Source: an optimization exercise on an open RTL-to-GDS flow (aim: small area). Production flows keep margins and buffers that such runs may drop. The RTL was checked by simulation tests, not by an equivalence proof against the original design. Power figures rest on the tool's default switching activity, not on a simulated workload.

Design DotProduct, start of the top module:
module DotProduct(
   input clk,
   input GlobalReset,
   input [18:0] A_0,
   input [18:0] A_1,
   input [18:0] A_2,
   input [18:0] A_3,
   input [18:0] A_4,
   input [18:0] A_5,
   input [18:0] A_6,
   input [18:0] A_7,
   input [18:0] A_8,
   input [18:0] A_9,
   input [9:0] B_0,
   input [9:0] B_1,
   input [9:0] B_2,
   input [9:0] B_3,
   input [9:0] B_4,
   input [9:0] B_5,
   input [9:0] B_6,
   input [9:0] B_7,
   input [9:0] B_8,
   input [9:0] B_9,
   output [25:0] value);
   reg  [4:0] ph;
   always @(posedge clk)
      if (GlobalReset) ph <= 5'd0;
      else             ph <= ph + 5'd1;
   reg  [9:0] selr;
   always @(posedge clk)
      if (GlobalReset) selr <= 10'd1;
      else             selr <= {selr[8:0], ph == 5'd31};
   wire [9:0] sel = selr;
   wire active = |selr;
   wire first  = selr[0];
   wire [18:0] a = ({19{sel[0]}} & A_0) | ({19{sel[1]}} & A_1) | ({19{sel[2]}} & A_2)
                 | ({19{sel[3]}} & A_3) | ({19{sel[4]}} & A_4) | ({19{sel[5]}} & A_5)
                 | ({19{sel[6]}} & A_6) | ({19{sel[7]}} & A_7) | ({19{sel[8]}} & A_8)
                 | ({19{sel[9]}} & A_9);
   wire [9:0]  b = ({10{sel[0]}} & B_0) | ({10{sel[1]}} & B_1) | ({10{sel[2]}} & B_2)
                 | ({10{sel[3]}} & B_3) | ({10{sel[4]}} & B_4) | ({10{sel[5]}} & B_5)
                 | ({10{sel[6]}} & B_6) | ({10{sel[7]}} & B_7) | ({10{sel[8]}} & B_8)
                 | ({10{sel[9]}} & B_9);
   reg  [25:0] acc;
   reg  [9:0] cf;
   reg  [25:0] value_r;
   assign value = value_r;
   wire [25:0] accf = first ? 26'd24117248 : acc;
   wire [9:0] cff = cf & {10{~first}};
   wire [19:0] ax = {a[18], a};
   wire [20:0] ax2 = {a[18], a, 1'b0};
   wire [10:0] bx = {b, 1'b0};
   wire one0 = bx[1] ^ bx[0];
   wire two0 = (bx[2] & ~bx[1] & ~bx[0]) | (~bx[2] & bx[1] & bx[0]);
   wire neg0 = bx[2];
   wire [19:0] x0 = ({20{one0}} & ax | {20{two0}} & ax2[19:0]) ^ {20{neg0}};
   wire ns0 = active & ~x0[19];
   wire one1 = bx[3] ^ bx[2];
   wire two1 = (bx[4] & ~bx[3] & ~bx[2]) | (~bx[4] & bx[3] & bx[2]);
   wire neg1 = bx[4];
   wire [19:0] x1 = ({20{one1}} & ax | {20{two1}} & ax2[19:0]) ^ {20{neg1}};
   wire ns1 = active & ~x1[19];
   wire one2 = bx[5] ^ bx[4];
  ...
clock: 6.0 ns
lec_check: 0
cap_margin: 5
core_margin: 2
core_utilization: 40
cts_buf_list: sky130_fd_sc_hd__clkbuf_4 sky130_fd_sc_hd__clkbuf_8
place_density: 0.6
slew_margin: 5
standard.sh (not shown) runs the stock make flow with config.mk's settings and CLKGATE_MAP_FILE= SYNTH_SCRIPT=/design/flow/synth_recipe.tcl, a recipe that flattens the netlist after the stock synthesis.
==> flow/flow/run.sh <==
#!/bin/bash
# Standard ORFS flow (the standard.sh) with these changes:
#  - synthesis maps logic with ABC's area mapper (flow/abc.script) instead of
#    ORFS's delay-oriented script; everything else in synthesis is unchanged
#    (synth_recipe.tcl and ORFS's synth.tcl, with only the abc call edited);
#  - Yosys synth runs without its own early abc pass (SYNTH_ARGS=-noabc), so
#    the full adders written in the RTL reach extract_fa unchanged;
#  - timing-driven global placement does not keep the resizer changes it
#    makes while placing (GPL_KEEP_OVERFLOW=0);
#  - after global routing, cells on paths with positive slack are downsized
#    (RECOVER_POWER=100);
#  - the port buffers are made from the smallest buffer cell.
# ORFS writes each step's own log under orfs/logs/; make's output goes to
# make_finish.log.
set -euo pipefail
HERE=$PWD
sed "s#^  log_cmd abc {\*}\$abc_args\$#  log_cmd abc {*}[lreplace \$abc_args 1 1 $HERE/flow/abc.script]#" \
  "$FLOW_HOME/scripts/synth.tcl" > synth_custom.tcl
grep -q "flow/abc.script" synth_custom.tcl
sed "s#\$::env(SCRIPTS_DIR)/synth.tcl#$HERE/synth_custom.tcl#" synth_recipe.tcl > synth_recipe_custom.tcl
grep -q "synth_custom.tcl" synth_recipe_custom.tcl
bash standard.sh SYNTH_SCRIPT=$HERE/synth_recipe_custom.tcl \
  SYNTH_ARGS=-noabc GPL_KEEP_OVERFLOW=0 RECOVER_POWER=100 BUFFER_PORTS_ARGS="-buffer_cell sky130_fd_sc_hd__buf_1" ${FLOW_EXTRA:-} finish > make_finish.log 2>&1
==> flow/flow/abc.script <==
strash; &get -n; &st; &dch; &nf -R 1000; &put; topo; stime -c
Change:
--- a/flow/flow/run.sh
+++ b/flow/flow/run.sh
@@ -11,0 +12,2 @@
+#  - clock tree synthesis adds no dummy loads (CTS_ARGS: ORFS's own
+#    arguments plus -dont_use_dummy_load);
@@ -23 +25,3 @@
-  SYNTH_ARGS=-noabc GPL_KEEP_OVERFLOW=0 RECOVER_POWER=100 BUFFER_PORTS_ARGS="-buffer_cell sky130_fd_sc_hd__buf_1" ${FLOW_EXTRA:-} finish > make_finish.log 2>&1
+  SYNTH_ARGS=-noabc GPL_KEEP_OVERFLOW=0 RECOVER_POWER=100 \
+  CTS_ARGS="-sink_clustering_enable -repair_clock_nets -buf_list {sky130_fd_sc_hd__clkbuf_4 sky130_fd_sc_hd__clkbuf_8} -dont_use_dummy_load" \
+  BUFFER_PORTS_ARGS="-buffer_cell sky130_fd_sc_hd__buf_1" ${FLOW_EXTRA:-} finish > make_finish.log 2>&1
- CORE_UTILIZATION: 40 -> 45
- power is lower slightly
- final cell count is lower slightly
- setup slack gets worse by 0.13 ns
- area after synthesis does not change
- core utilization is higher by 7.0 points
- routed wire length is higher by a few percent
- non-clock buffer count is higher by 10
- final area hardly moves
- global-route usage is higher by 4.0 points
Change:
--- a/flow/flow/run.sh
+++ b/flow/flow/run.sh
@@ -12,2 +11,0 @@
-#  - clock tree synthesis adds no dummy loads (CTS_ARGS: ORFS's own
-#    arguments plus -dont_use_dummy_load);
@@ -25,3 +23 @@
-  SYNTH_ARGS=-noabc GPL_KEEP_OVERFLOW=0 RECOVER_POWER=100 \
-  CTS_ARGS="-sink_clustering_enable -repair_clock_nets -buf_list {sky130_fd_sc_hd__clkbuf_4 sky130_fd_sc_hd__clkbuf_8} -dont_use_dummy_load" \
-  BUFFER_PORTS_ARGS="-buffer_cell sky130_fd_sc_hd__buf_1" ${FLOW_EXTRA:-} finish > make_finish.log 2>&1
+  SYNTH_ARGS=-noabc GPL_KEEP_OVERFLOW=0 RECOVER_POWER=100 BUFFER_PORTS_ARGS="-buffer_cell sky130_fd_sc_hd__buf_1" ${FLOW_EXTRA:-} finish > make_finish.log 2>&1
- CORE_UTILIZATION: 45 -> 40
- PLACE_DENSITY: 0.6 -> 0.5
The changed run finished with timing, DRC and antenna clean.
Via count drops by about 2.2%.
Global-route usage drops by 3.4 points.
Cell area climbs by 0.85%.
Clock-buffer cell count climbs by 1.
Power climbs by about 3%.
Hold slack is better by 0.010 ns.
Change:
--- a/flow/flow/run.sh
+++ b/flow/flow/run.sh
@@ -11,0 +12,2 @@
+#  - clock tree synthesis adds no dummy loads (CTS_ARGS: ORFS's own
+#    arguments plus -dont_use_dummy_load);
@@ -23 +25,3 @@
-  SYNTH_ARGS=-noabc GPL_KEEP_OVERFLOW=0 RECOVER_POWER=100 BUFFER_PORTS_ARGS="-buffer_cell sky130_fd_sc_hd__buf_1" ${FLOW_EXTRA:-} finish > make_finish.log 2>&1
+  SYNTH_ARGS=-noabc GPL_KEEP_OVERFLOW=0 RECOVER_POWER=100 \
+  CTS_ARGS="-sink_clustering_enable -repair_clock_nets -buf_list {sky130_fd_sc_hd__clkbuf_4 sky130_fd_sc_hd__clkbuf_8} -dont_use_dummy_load" \
+  BUFFER_PORTS_ARGS="-buffer_cell sky130_fd_sc_hd__buf_1" ${FLOW_EXTRA:-} finish > make_finish.log 2>&1
- CORE_UTILIZATION: 40 -> 35
- PLACE_DENSITY: 0.5 -> 0.6
Cell area fell slightly.
Sequential cell count does not change.
Critical path depth rose by 4.
Sequential share of layout area rose by 0.15 points.
Non-clock buffer count fell by 4.
Power fell by a few percent.
Synthesized area is unchanged.
Clock-buffer cell count fell by 1.
Change:
--- a/flow/flow/run.sh
+++ b/flow/flow/run.sh
@@ -2 +2 @@
-# Standard ORFS flow (the standard.sh) with these changes:
+# Standard ORFS flow (the standard.sh) with two changes:
@@ -8,6 +7,0 @@
-#  - timing-driven global placement does not keep the resizer changes it
-#    makes while placing (GPL_KEEP_OVERFLOW=0);
-#  - after global routing, cells on paths with positive slack are downsized
-#    (RECOVER_POWER=100);
-#  - clock tree synthesis adds no dummy loads (CTS_ARGS: ORFS's own
-#    arguments plus -dont_use_dummy_load);
@@ -25,3 +19 @@
-  SYNTH_ARGS=-noabc GPL_KEEP_OVERFLOW=0 RECOVER_POWER=100 \
-  CTS_ARGS="-sink_clustering_enable -repair_clock_nets -buf_list {sky130_fd_sc_hd__clkbuf_4 sky130_fd_sc_hd__clkbuf_8} -dont_use_dummy_load" \
-  BUFFER_PORTS_ARGS="-buffer_cell sky130_fd_sc_hd__buf_1" ${FLOW_EXTRA:-} finish > make_finish.log 2>&1
+  SYNTH_ARGS=-noabc BUFFER_PORTS_ARGS="-buffer_cell sky130_fd_sc_hd__buf_1" ${FLOW_EXTRA:-} finish > make_finish.log 2>&1
- CAP_MARGIN: 5 -> 20
- CORE_UTILIZATION: 35 -> 40
- GPL_TIMING_DRIVEN: default -> 0
- SLEW_MARGIN: 5 -> 20
Outcome:
- global-route usage grows by 7.1 points
- final area climbs by 1.5%
- synthesized area does not change
- wire length came out higher by 9.5%
- count of clock-buffer cells in the layout is higher by 1
- worst hold slack gains 0.0035 ns
- clock power climbs by 17%
- utilization goes up by 8.0 points

afterwards: timing with drivers on the ports:
Ports are ideal in the flow. The routed layouts listed here were re-timed in OpenROAD. Step 1 (the two cells are an assumption about what drives the block):
set clk [get_ports {clk}]
set_driving_cell -lib_cell sky130_fd_sc_hd__clkbuf_16 $clk
set_driving_cell -lib_cell sky130_fd_sc_hd__buf_2 [delete_from_list [all_inputs] $clk]
Step 2, shift: input delay + t, output delay - t, t = (earliest + latest rising clock arrival at the registers) / 2. This alone moves slack from input paths to output paths. a / b / c = no drivers / after step 1 / after step 2; a / b = the first two.
run	shift t [ns]	setup slack, ns	latest minus earliest clock arrival (ns)	worst register clock-pin slew, ns	worst slew at a driven data input, ns
the first run	0.414	0.259 / 0.274 / -0.140	0.014 / 0.014	0.10 / 0.10	0.13
the second run	0.407	0.134 / 0.150 / -0.258	0.021 / 0.021	0.08 / 0.08	0.12
the third run	0.414	0.181 / 0.190 / -0.224	0.008 / 0.008	0.08 / 0.08	0.08
the fourth run	0.407	0.259 / 0.279 / -0.128	0.017 / 0.017	0.08 / 0.08	0.09
the fifth run	0.414	0.217 / 0.221 / -0.193	0.011 / 0.011	0.09 / 0.09	0.11
With both steps, setup timing fails in every run listed, where it was met with ideal ports. The setup slack of the fifth run, which loses most, moves by +0.004 ns with the drivers and by -0.410 ns with both steps.
